Context: an optimization exercise on an open-source flow, tuned for small area, a short achievable clock period and few clock cycles per item. The choices shown serve that exercise and are no tape-out recipe. The RTL was checked by simulation tests, not by an equivalence proof against the original design.

==> flow/design.v, too long to show whole: its modules and the start of the top module <==
// module systolic_array: 2255 lines
module systolic_array #(
    parameter DATAWIDTH = 16,
    parameter N_SIZE = 4
) (
    input clk, rst_n,
    input valid_in,
    input [N_SIZE*DATAWIDTH-1:0] matrix_a_in,  
    input [N_SIZE*DATAWIDTH-1:0] matrix_b_in,  
    output reg valid_out,
    output [N_SIZE*DATAWIDTH*2-1:0] matrix_out  
);
  // ...
==> flow/flow/run.sh <==
#!/bin/bash
# Layout flow: the standard ORFS flow (standard.sh) with these changes:
#  - after the standard synthesis, flow/fixpol.py removes most of the inverters that
#    Yosys' full-adder extraction leaves between full adders (each full adder may be used
#    in its inverted form, since FA(~a,~b,~c) = ~FA(a,b,c)); registers are not touched;
#  - the repair steps aim for a larger setup slack margin, so that the paths end well
#    below the 10 ns clock period; the SDC and the period are the standard flow's own;
#  - port buffers are buf_2;
#  - the clock tree clusters up to 15 sinks within 60 um under each clkbuf_8 leaf buffer
#    (CTS_ARGS; it overrides the CTS_CLUSTER_* settings).
# Each step's full output goes to a log file in this folder; ORFS keeps its own logs
# under orfs/logs.
set -euo pipefail
R=orfs/results/sky130hd/systolic_array/base
ARGS="SETUP_SLACK_MARGIN=6.7 CORE_UTILIZATION=65 CTS_CLUSTER_SIZE=30 CTS_CLUSTER_DIAMETER=60"
CTS="-sink_clustering_enable -repair_clock_nets -sink_clustering_size 15 -sink_clustering_max_diameter 60 -sink_clustering_buffer sky130_fd_sc_hd__clkbuf_8"
bash standard.sh synth > standard_synth.log 2>&1
cp $R/1_2_yosys.v $R/1_2_yosys.standard.v
python3 flow/fixpol.py $R/1_2_yosys.standard.v $R/1_2_yosys.v > fixpol.log 2>&1
bash standard.sh $ARGS BUFFER_PORTS_ARGS='-buffer_cell sky130_fd_sc_hd__buf_2' CTS_ARGS="$CTS" finish > standard_flow.log 2>&1
==> flow/flow/fixpol.py <==
#!/usr/bin/env python3
"""Remove inverters around full adders in a sky130hd gate netlist.

A full adder is self-dual: FA(~a, ~b, ~c) = (~sum, ~carry).  Yosys' extract_fa leaves many
inverters between full adders; this script picks, for each full adder, whether to use it
as is or in its inverted form (all inputs and both outputs inverted) so that as few
inverters as possible are needed, and rewrites the netlist.  Only inverters and full
adders change (and an xor2, xnor2, and2, nand2, or2 or nor2 driving only inverted
inputs may be swapped for its complement); registers are untouched.

usage: fixpol.py in.v out.v
"""
import random
import re
import sys
from collections import defaultdict

OUTPINS = {'X', 'Y', 'Q', 'Q_N', 'SUM', 'COUT', 'HI', 'LO'}
P = 'sky130_fd_sc_hd__'
# cells that can be replaced by their complement: new type, output pin renames
SWAP = {
    'xnor2_1': ('xor2_1', {'Y': 'X'}), 'xor2_1': ('xnor2_1', {'X': 'Y'}),
    'nand2_1': ('and2_1', {'Y': 'X'}), 'and2_1': ('nand2_1', {'X': 'Y'}),
    'nor2_1': ('or2_1', {'Y': 'X'}), 'or2_1': ('nor2_1', {'X': 'Y'}),
}


def parse(txt):
    cells = []
    for m in re.finditer(r'^(\s*)(sky130_fd_sc_hd__\w+)\s+(\S+)\s*\((.*?)\);\n', txt, re.S | re.M):
        typ, name, body = m.group(2), m.group(3), m.group(4)
        pins = [(p, n.strip()) for p, n in re.findall(r'\.(\w+)\(([^()]*)\)', body)]
        cells.append({'typ': typ, 'name': name, 'pins': pins, 'span': m.span()})
    return cells


def esc(n):
    return n + ' ' if n.startswith('\\') else n


def norm(n):
    # escaped identifiers keep their trailing space in the text; compare stripped
    return n.strip()


def main():
    src, dst = sys.argv[1], sys.argv[2]
    txt = open(src).read()
    cells = parse(txt)
    drv = {}
    loads = defaultdict(list)
    for ci, c in enumerate(cells):
        for p, n in c['pins']:
            if p in OUTPINS:
                drv[n] = (ci, p)
            else:
                loads[n].append((ci, p))
    ports = set()
    for m in re.finditer(r'^\s*(?:input|output)\s+(?:\[[^\]]*\]\s*)?(\S+);', txt, re.M):
        ports.add(m.group(1))

    assigned = set()
    for m in re.finditer(r'^\s*assign\s+(.*?);', txt, re.M | re.S):
        for t in re.findall(r'(\\\S+|[A-Za-z_][\w$]*(?:\s*\[\d+\])?)', m.group(1)):
            assigned.add(t.strip())
            assigned.add(t.strip().split('[')[0].strip())

    def frozen_net(n):
        return n in assigned or n.split('[')[0].strip() in assigned

    def is_fa(ci):
        return cells[ci]['typ'] in (P + 'fa_1', P + 'fa_2', P + 'fa_4')

    def is_inv(ci):
        return cells[ci]['typ'] in (P + 'inv_1', P + 'inv_2')

    def port_net(n):
        base = n.lstrip('\\').split('[')[0].strip()
        return base in ports

    # inverters we may remove: input not driven by an inverter, output not a port and
    # not driving an inverter
    removable = set()
    for ci, c in enumerate(cells):
        if not is_inv(ci):
            continue
        pins = dict(c['pins'])
        a, y = pins['A'], pins['Y']
        if a in drv and is_inv(drv[a][0]):
            continue
        if port_net(y) or port_net(a) or not loads[y] or frozen_net(y) or frozen_net(a):
            continue
        if any(is_inv(l[0]) for l in loads[y]):
            continue
        removable.add(ci)

    # sources: nets that feed removable inverters or full adders
    # each load pin: (cell, pin) wants value V(src) ^ w
    want = defaultdict(list)      # src net -> list of [cell, pin, w]
    for ci, c in enumerate(cells):
        if ci in removable:
            continue
        for p, n in c['pins']:
            if p in OUTPINS:
                continue
            if n in drv and drv[n][0] in removable:
                a = dict(cells[drv[n][0]]['pins'])['A']
                want[a].append([ci, p, 1])
            elif n in drv and is_fa(drv[n][0]):
                want[n].append([ci, p, 0])
            elif is_fa(ci):
                want[n].append([ci, p, 0])
    fas = [ci for ci in range(len(cells)) if is_fa(ci)
           and not any(p in OUTPINS and (port_net(n) or frozen_net(n)) for p, n in cells[ci]['pins'])]
    flip = {ci: 0 for ci in fas}

    def phi(n):
        d = drv.get(n)
        if d and d[0] in flip:
            return flip[d[0]]
        return 0

    def swappable(n):
        d = drv.get(n)
        if not d:
            return False
        t = cells[d[0]]['typ']
        if len(loads[n]) != len(want[n]) or port_net(n) or frozen_net(n):
            return False
        return t[len(P):] in SWAP

    def net_cost(n):
        ph = phi(n)
        need = [(w ^ flip.get(ci, 0) ^ ph) for ci, p, w in want[n]]
        if not any(need):
            return 0
        if all(need) and swappable(n):
            return 0
        return 1

    touch = defaultdict(set)
    for n, lst in want.items():
        d = drv.get(n)
        if d and d[0] in flip:
            touch[d[0]].add(n)
        for ci, p, w in lst:
            if ci in flip:
                touch[ci].add(n)

    base = sum(net_cost(n) for n in want)
    cur = base
    rng = random.Random(1)
    best = dict(flip)
    bestc = cur
    for rnd in range(60):
        improved = True
        while improved:
            improved = False
            order = list(fas)
            rng.shuffle(order)
            for v in order:
                nets = touch[v]
                before = sum(net_cost(n) for n in nets)
                flip[v] ^= 1
                after = sum(net_cost(n) for n in nets)
                if after < before:
                    cur += after - before
                    improved = True
                else:
                    flip[v] ^= 1
        if cur < bestc:
            bestc = cur
            best = dict(flip)
        # perturb
        flip = dict(best)
        cur = bestc
        for v in rng.sample(fas, max(1, len(fas) // 20)):
            nets = touch[v]
            before = sum(net_cost(n) for n in nets)
            flip[v] ^= 1
            cur += sum(net_cost(n) for n in nets) - before
    flip = best
    sys.stderr.write("fixpol: inverters on adder nets %d -> %d (%d full adders flipped)\n"
                     % (base, bestc, sum(flip.values())))

    # rewrite
    newpins = {ci: list(c['pins']) for ci, c in enumerate(cells)}
    newtyp = {ci: c['typ'] for ci, c in enumerate(cells)}
    added = []
    k = 0
    for n, lst in want.items():
        ph = phi(n)
        need = [(w ^ flip.get(ci, 0) ^ ph) for ci, p, w in lst]
        target = {}
        if any(need) and all(need) and swappable(n):
            d = drv[n][0]
            t = newtyp[d]
            nt, ren = SWAP[t[len(P):]]
            newtyp[d] = P + nt
            newpins[d] = [(ren.get(pp, pp), nn_) for pp, nn_ in newpins[d]]
            for (ci, p, w) in lst:
                target[(ci, p)] = n
        elif any(need):
            nn = 'fixpol_n%d' % k
            added.append((k, n, nn))
            k += 1
            for (ci, p, w), q in zip(lst, need):
                target[(ci, p)] = nn if q else n
        else:
            for (ci, p, w) in lst:
                target[(ci, p)] = n
        for (ci, p), t in target.items():
            newpins[ci] = [(pp, t if pp == p else nn_) for pp, nn_ in newpins[ci]]
    # flipped full adders keep their pins (inputs were rewired above); their outputs now
    # carry the inverted values, which the loads above account for
    out = []
    pos = 0
    for ci, c in enumerate(cells):
        s, e = c['span']
        out.append(txt[pos:s])
        pos = e
        if ci in removable:
            continue
        indent = re.match(r'\s*', txt[s:e]).group(0)
        body = ",\n".join("%s  .%s(%s)" % (indent.strip('\n'), p, esc(n)) for p, n in newpins[ci])
        out.append("%s%s %s (\n%s\n%s);\n" % (indent, newtyp[ci], c['name'], body, indent.strip('\n')))
    rest = txt[pos:]
    decl = "".join("  wire %s;\n" % nn for _, _, nn in added)
    insts = "".join("  %sinv_1 fixpol_inv%d (\n    .A(%s),\n    .Y(%s)\n  );\n" % (P, i, esc(n), nn)
                    for i, n, nn in added)
    rest = rest.replace("endmodule", insts + "endmodule", 1)
    res = "".join(out) + rest
    # declare the new wires after the module's port list
    m = re.search(r'\);\n', res)
    res = res[:m.end()] + decl + res[m.end():]
    open(dst, 'w').write(res)


if __name__ == '__main__':
    main()
==> flow/standard.sh <==
#!/bin/bash
# synth_recipe.tcl (not shown) runs the flow's synth.tcl, then flattens the netlist and writes it again
# the make line also repeats each setting of config.mk as NAME=value (left out here)
make -C /OpenROAD-flow-scripts/flow DESIGN_CONFIG=/design/flow/config.mk WORK_HOME=/design/flow/orfs CLKGATE_MAP_FILE= SYNTH_SCRIPT=/design/flow/synth_recipe.tcl "${@:-finish}"
==> flow/config.mk <==
export PLATFORM = sky130hd
export DESIGN_NAME = systolic_array
export DESIGN_NICKNAME = systolic_array
export VERILOG_FILES = /design/flow/design.v
export SDC_FILE = /design/flow/constraint.sdc
export NUM_CORES = 8
export LEC_CHECK = 0
export CAP_MARGIN = 20
export CORE_MARGIN = 2
export CORE_UTILIZATION = 40
export SLEW_MARGIN = 20
==> flow/constraint.sdc <==
create_clock -name core_clock -period 10.0 [get_ports {clk}]
set_input_delay 2.0000 -clock core_clock [delete_from_list [all_inputs] [get_ports {clk}]]
set_output_delay 2.0000 -clock core_clock [all_outputs]
set_load 0.01 [all_outputs]
==> flow_summary_export.csv, run 1 <==
group,metric,value,unit
run_status,outcome,"complete, no violations",
worst_setup_path,cell_chain_of_the_critical_path,"fa_2 -> ha_4 -> a211o_1 -> a211o_1 -> a21boi_2 -> buf_4 -> buf_6 -> buf_6 -> buf_6 -> buf_6 -> buf_6 -> buf_6 -> buf_6 -> buf_6 -> buf_6 -> nor2b_1 -> nor2_1 -> xnor2_1 -> and2_1",
sta,rsz0062_at_grt,"yes",
sta,final_period_minus_worst_setup_slack,3350,ps
worst_setup_path,kind_of_cell_with_the_highest_combined_delay_on_the_critical_path,"buffers and inverters",
placed_design,place_ws,5780,ps
synth,syn-num-nets,4939,
routing,route.met2.wl,57.6,mm
routing,drt-total-wl,128,mm
clocking,cts_repair_resize_count,151,
routing,highest_layer,"met5",
routing,drt_pre_antenna_iters,8,
worst_setup_path,slowest_stage,"fa_2",
floorplanning,core_area,75700,sq um
worst_setup_path,worst-endpoint-arrival,3940,ps
finish,final_core_utilization,0.729,
worst_setup_path,max_stage_delay,580,ps
global_routing,grt_pass1_wl,191,mm
min_path,hold_path_class,"register to register",
finish,area_dominant_class,"multi-input combinational cells",
finish,nMultiInputCombCells,2677,
worst_setup_path,critical_path.n_buffers_inverters,10,
routing,via_per_inst,6.09,
finish,layout.filler_cells,5306,
finish,numSequentialCells,982,
global_routing,groute.layer.met3.usage,0.0647,
finish,nNonClkInverters,61,
placed_design,place_hpwl,77.6,mm
worst_setup_path,r2r.worst_path.cells,19,
min_path,hold_start,"rb1[60]",
sta,finalHoldViolCount,0,
routing,route.vias.total,31900,
finish,post_route_cells_drive_above_1_share,0.194,
clocking,cts.root.buffer_cell,"clkbuf_16",
finish,num-nonclk-buffers,409,
clocking,cts_made_buffers,83,
global_routing,grt_busiest_layer,"met2",
Testbench counts, summed over its fixed seeds: cycles 14,592, matrices 768.
==> inputs of run 2 (changes only) <==
--- a/flow/flow/run.sh
+++ b/flow/flow/run.sh
@@ -14,3 +14,3 @@
 R=orfs/results/sky130hd/systolic_array/base
-ARGS="SETUP_SLACK_MARGIN=6.7 CORE_UTILIZATION=65 CTS_CLUSTER_SIZE=30 CTS_CLUSTER_DIAMETER=60"
+ARGS="SETUP_SLACK_MARGIN=6.65 CORE_UTILIZATION=65 CTS_CLUSTER_SIZE=30 CTS_CLUSTER_DIAMETER=60"
 CTS="-sink_clustering_enable -repair_clock_nets -sink_clustering_size 15 -sink_clustering_max_diameter 60 -sink_clustering_buffer sky130_fd_sc_hd__clkbuf_8"
==> run 2 against run 1 <==
- clock skew shrank 3.5 ps
- utilization shrank 0.57 points
- worst setup slack is essentially flat
- register-to-register slack is essentially flat
- global-route usage shrank 0.21 points
- first-iteration DRC count shrank 1.2%
- wire length shrank 2.6%
- non-clock buffer count shrank 31
- synthesized cell count is the same
- critical path depth shrank 8
- die area is the same
- critical path type unchanged
- largest cell class unchanged
==> flow_summary_export.csv, run 2 <==
group,metric,value,unit
routing,drt-total-wl,124,mm
routing,via_per_inst,6.08,
floorplanning,core_area,75700,sq um
sta,final_period_minus_worst_setup_slack,3350,ps
sta,rsz0062_at_grt,"yes",
global_routing,grt_antenna_before_repair,8,
synth,syn-num-nets,4939,
placed_design,place_ws,5140,ps
placed_design,port_buffers,259,
worst_setup_path,kind_of_cell_with_the_highest_combined_delay_on_the_critical_path,"compound AO/OA/AOI/OAI gates",
min_path,timing.hold.worst_path_depth,0,
placed_design,post-place-cells,5007,
clocking,clk-insertion-delay-late,640,ps
worst_setup_path,worst-setup-path-type,"register to register",
run_status,outcome,"complete, no violations",
worst_setup_path,timing.critical_path.fanout_max,4,
synth,post_synth.cell_area_avg,12.2,sq um
worst_setup_path,r2r_setup_slack,6650,ps
clocking,cts.reportedPaths.clkPinSlew,100,ps
sta,fin_skew,37.6,ps
synth,mapped_cell_area,49500,sq um
global_routing,globalRouteOverflowTotal,0,
global_routing,grt_use_total,0.316,
floorplanning,start_util,0.654,
finish,final_cell_count_no_fill,5201,
finish,finalNetCount,5064,
worst_setup_path,crit_path_end_kind,"register",
clocking,clock_path_buffers,3,
finish,insertedDiodeCount,0,
floorplanning,dieArea,78400,sq um
synth,syn-instance-count,4060,
sta,slew_viol_final,0,
clocking,htreeDepth,3,
sta,finalCritPeriodShare,0.335,
placed_design,gpl.final_weighted_congestion,0.873,
floorplanning,die_h,280,um
finish,layout.filler_cells,5341,
routing,detail_routed_net_length_per_standard_cell,23.9,um
finish,post_route_cells_drive_above_1_share,0.186,
routing,drt_pre_antenna_iters,9,
clocking,cts_made_buffers,85,
floorplanning,ioPinCount,260,
clocking,cts.root.buffer_cell,"clkbuf_16",
synth,ys.warnings.count,1,
worst_setup_path,cell_chain_of_the_critical_path,"buf_12 -> fa_2 -> ha_4 -> a211oi_2 -> o211ai_1 -> a21oi_2 -> o211ai_4 -> a2111oi_4 -> o31ai_2 -> xor2_1 -> or2_1",
clocking,hold_buffers,0,
finish,finalInstanceArea,54700,sq um
floorplanning,rows,101,
routing,route.vias.total,31600,
worst_setup_path,crit_path_start_kind,"register",
worst_setup_path,worst_setup_path_startpoint,"ps0[2]",
sta,timing.slew.headroom,0.296,
min_path,hold_path_class,"register to register",
global_routing,grt_pass1_wl,190,mm
worst_setup_path,critical_path.n_buffers_inverters,1,
worst_setup_path,max_stage_delay,560,ps
finish,flow.area_growth_from_synthesis,10.5,%
placed_design,place_hpwl,74.9,mm
placed_design,dpl-instance-area,51200,sq um
floorplanning,chipWidth,280,um
sta,layout_setup_ws,6650,ps
worst_setup_path,worst_r2r_endpoint,"acc0[30]",
finish,seqCellArea,19800,sq um
sta,final.setup.tns,0,ps
sta,worst_slew_pin_slew,1060,ps
global_routing,grt_start_max_net_pins,84,
worst_setup_path,r2r.worst_path.cells,11,
worst_setup_path,timing.critical_path.depth,11,
clocking,clock_tree_sinks,982,
clocking,tritoncts_clock_tree,"built",
sta,finalSetupViolations,0,
worst_setup_path,worst_ep_required_time,10540,ps
worst_setup_path,slowest_stage,"fa_2",
sta,clock.fmax,0.299,GHz
finish,area_taken_by_multi_input_logic_gates,28700,sq um
job,drv_cap,0,
worst_setup_path,worst-endpoint-arrival,3890,ps
sta,final.hold.worst_slack,324,ps
routing,detail_route.drc_violations,0,
global_routing,first_global_vias,33100,
routing,drtAntennaViolNets,0,
sta,finalHoldViolCount,0,
finish,layout_commonest_cell,"dfxtp_1",
worst_setup_path,worstSetupEndpoint,"acc0[30]",
finish,mostFrequentLayoutCells,"dfxtp_1 (905), fa_1 (541), a22oi_1 (480)",
finish,final_core_utilization,0.723,
worst_setup_path,regToRegStartpoint,"ps0[2]",
routing,detailedRoute.firstIterationViolations,2813,
[run 2: what timing repair did]
item | in CTS | in global routing
setup endpoints to repair | 214 | 127
pin swaps | 29 | 33
buffers inserted | 37 | 22
resized for setup | 147 | 79
hold endpoints to repair | 0 | 0
cloned | 4 | 6
[run 2: final cells by class]
class                      instances  share of cell area
multi-input combinational       2677               0.525
timing repair buffer             378              0.0537
clock buffer                      98              0.0247
inverter                          61             0.00480
clock inverter                    27             0.00684
tap                              978              0.0224
sequential                       982               0.362
[run 2: worst register-to-register path, cell delays in order (launching register included)]
cell	delay, ps
dfxtp_4	390
buf_12	140
fa_2	570
ha_4	210
a211oi_2	210
o211ai_1	180
a21oi_2	300
o211ai_4	220
a2111oi_4	500
o31ai_2	130
xor2_1	200
or2_1	220
[run 2: worst min-delay path by stage]
stage	startpoint	end	slack, ps
6_report	ra1_2[13]	ra1_3[13]	320
5_1_grt	ra1_0[10]	ra1_1[10]	320
4_1_cts	rb2[26]	rb3[26]	330
3_5_place_dp	ra1_0[14]	ra1_1[14]	310
3_3_place_gp	ra3_2[12]	ra3_3[12]	310
2_1_floorplan	ra1_0[0]	ra1_1[0]	310
[run 2: routing by layer]
layer | up-vias | part of all wire | global-route usage
met5 | - | 0 | 0
met2 | 1637 | 0.45 | 0.492
li1 | 13900 | - | -
met4 | 0 | 0.043 | 0.123
met1 | 15700 | 0.41 | 0.435
met3 | 340 | 0.097 | 0.0672
==> inputs of run 3 (changes only) <==
--- a/flow/flow/run.sh
+++ b/flow/flow/run.sh
@@ -14,3 +14,3 @@
 R=orfs/results/sky130hd/systolic_array/base
-ARGS="SETUP_SLACK_MARGIN=6.65 CORE_UTILIZATION=65 CTS_CLUSTER_SIZE=30 CTS_CLUSTER_DIAMETER=60"
+ARGS="SETUP_SLACK_MARGIN=6.6 CORE_UTILIZATION=65 CTS_CLUSTER_SIZE=30 CTS_CLUSTER_DIAMETER=60"
 CTS="-sink_clustering_enable -repair_clock_nets -sink_clustering_size 15 -sink_clustering_max_diameter 60 -sink_clustering_buffer sky130_fd_sc_hd__clkbuf_8"
==> run 3 against run 2 <==
- non-clock buffer count down 18
- via count down 1.1%
- register-to-register slack about the same
- area after synthesis unchanged
- fmax about the same
- synthesized cell count unchanged
- hold slack worse by 3.9 ps
- critical path depth down 3
- cell count down 0.37%
==> flow_summary_export.csv, run 3 <==
group,metric,value,unit
sta,timing.slew.headroom,0.307,
finish,mostFrequentLayoutCells,"dfxtp_1 (907), fa_1 (542), a22oi_1 (480)",
routing,route.vias.total,31300,
routing,detailedRoute.firstIterationViolations,3229,
global_routing,globalRouteOverflowTotal,0,
clocking,tritoncts_clock_tree,"built",
finish,post_route_cells_drive_above_1_share,0.175,
routing,detail_routed_net_length_per_standard_cell,23.6,um
worst_setup_path,crit_path_end_kind,"register",
finish,layout_commonest_cell,"dfxtp_1",
finish,area_taken_by_multi_input_logic_gates,28600,sq um
synth,post_synth.cell_area_avg,12.2,sq um
synth,syn-num-nets,4939,
min_path,hold_path_class,"register to register",
worst_setup_path,timing.critical_path.mode_cell,"fa_1",
run_status,outcome,"complete, no violations",
global_routing,grt_antenna_before_repair,6,
worst_setup_path,r2r.worst_path.cells,8,
finish,seqCellArea,19800,sq um
clocking,htreeDepth,3,
sta,fin_skew,55.4,ps
job,drv_cap,0,
routing,detail_route.drc_violations,0,
clocking,clk-insertion-delay-late,670,ps
clocking,clock_path_buffers,3,
worst_setup_path,timing.critical_path.depth,8,
floorplanning,ioPinCount,260,
synth,syn-instance-count,4060,
placed_design,gpl.final_weighted_congestion,0.862,
sta,final_period_minus_worst_setup_slack,3350,ps
placed_design,port_buffers,259,
synth,ys.warnings.count,1,
worst_setup_path,worst-endpoint-arrival,3870,ps
floorplanning,start_util,0.654,
synth,mapped_cell_area,49500,sq um
floorplanning,core_area,75700,sq um
routing,drtAntennaViolNets,0,
worst_setup_path,slowest_stage,"fa_1",
routing,drt-total-wl,123,mm
floorplanning,chipWidth,280,um
floorplanning,die_h,280,um
sta,final.setup.tns,0,ps
sta,finalHoldViolCount,0,
min_path,timing.hold.worst_path_depth,0,
global_routing,grt_pass1_wl,189,mm
global_routing,grt_use_total,0.314,
worst_setup_path,max_stage_delay,500,ps
sta,finalCritPeriodShare,0.335,
worst_setup_path,kind_of_cell_with_the_highest_combined_delay_on_the_critical_path,"adder cells",
worst_setup_path,critical_path.n_buffers_inverters,3,
sta,slew_viol_final,0,
finish,finalNetCount,5043,
sta,final.hold.worst_slack,320,ps
sta,rsz0062_at_grt,"yes",
finish,final_core_utilization,0.717,
worst_setup_path,worst-setup-path-type,"register to register",
floorplanning,dieArea,78400,sq um
sta,worst_slew_pin_slew,1040,ps
sta,clock.fmax,0.299,GHz
worst_setup_path,crit_path_start_kind,"register",
sta,finalSetupViolations,0,
floorplanning,rows,101,
routing,drt_pre_antenna_iters,8,
finish,layout.filler_cells,5447,
clocking,cts.root.buffer_cell,"clkbuf_16",
worst_setup_path,timing.critical_path.fanout_max,16,
clocking,cts_made_buffers,82,
worst_setup_path,worst_ep_required_time,10520,ps
global_routing,first_global_vias,32900,
global_routing,grt_start_max_net_pins,65,
clocking,cts.reportedPaths.clkPinSlew,100,ps
worst_setup_path,cell_chain_of_the_critical_path,"buf_16 -> clkinv_8 -> buf_6 -> xor2_1 -> fa_1 -> fa_1 -> fa_1 -> fa_1",
finish,flow.area_growth_from_synthesis,9.61,%
clocking,clock_tree_sinks,982,
routing,via_per_inst,6.03,
placed_design,place_hpwl,77.2,mm
-- run 3: stage by stage --
| step | setup WS [ps] | instances | area [sq um] |
|---|---|---|---|
| after global routing | 6520 | 5180 | 54300 |
| after CTS | 6600 | 5157 | 53700 |
| after global placement | 5400 | 5012 | 51300 |
| final | 6650 | 5182 | 54300 |
| after floorplan | 6560 | 4060 | 49600 |
| after detailed placement | 5350 | 5012 | 51300 |
-- run 3: final cells by class --
cell class / instances / area share
Inverter: 61 / 0.00484
Clock buffer: 96 / 0.0245
Tap cell: 978 / 0.0225
Multi-Input combinational cell: 2677 / 0.527
Sequential cell: 982 / 0.365
Timing Repair Buffer: 360 / 0.0499
Antenna cell: 4 / 0.000184
Clock inverter: 24 / 0.00624
-- run 3: repair_timing --
action                     4_1_cts  5_1_grt
hold buffers                     0        0
gates cloned                     5        3
resized for setup              110       74
pin swaps                        8       25
setup buffers                   20       18
setup endpoints to repair      204      125
-- run 3: worst paths after layout --
check                      slack, ps   endpoint      start
hold reg to reg                  320  ra1_2[13]  ra1_1[13]
hold / removal                   320  ra1_2[13]  ra1_1[13]
setup / recovery                6650    pc1[23]    bneg[3]
setup reg to reg                6650    pc1[23]    bneg[3]
min in group asynchronous       1150  valid_out      rst_n
max in group asynchronous       8620         ld      rst_n
-- run 3: routing by layer --
layer  track usage  up-vias  wire (um)
met4         0.123        4       4730
met1         0.434    15600      51300
li1              -    13800          -
met5             0        -         26
met2         0.487     1546      55200
met3        0.0666      312      11200

## what the ideal ports hide
How much do the figures lean on ideal ports? The routed layouts below were timed once more, with nothing changed but the port constraints.
Step 1 assumes that a clkbuf_16 drives the clock port and a buf_2 every other input.
Step 2 times the ports against the registers' clock, not the clock port: input delays grow and output delays shrink by t, the midpoint of the rising clock arrivals with the driver on.
Three values: ideal, step 1, step 2; two values: the first two.
| run | t, ns | slack for setup (ns) | latest minus earliest clock arrival (ns) | pins driven straight from the clock port |
|---|---|---|---|---|
| run 1 | 0.722 | 6.653 / 6.653 / 6.653 | 0.044 / 0.044 | 1 |
| run 2 | 0.697 | 6.652 / 6.652 / 6.652 | 0.039 / 0.039 | 1 |
| run 3 | 0.712 | 6.654 / 6.654 / 6.654 | 0.060 / 0.059 | 1 |
After both steps setup and hold are still met in every run listed.
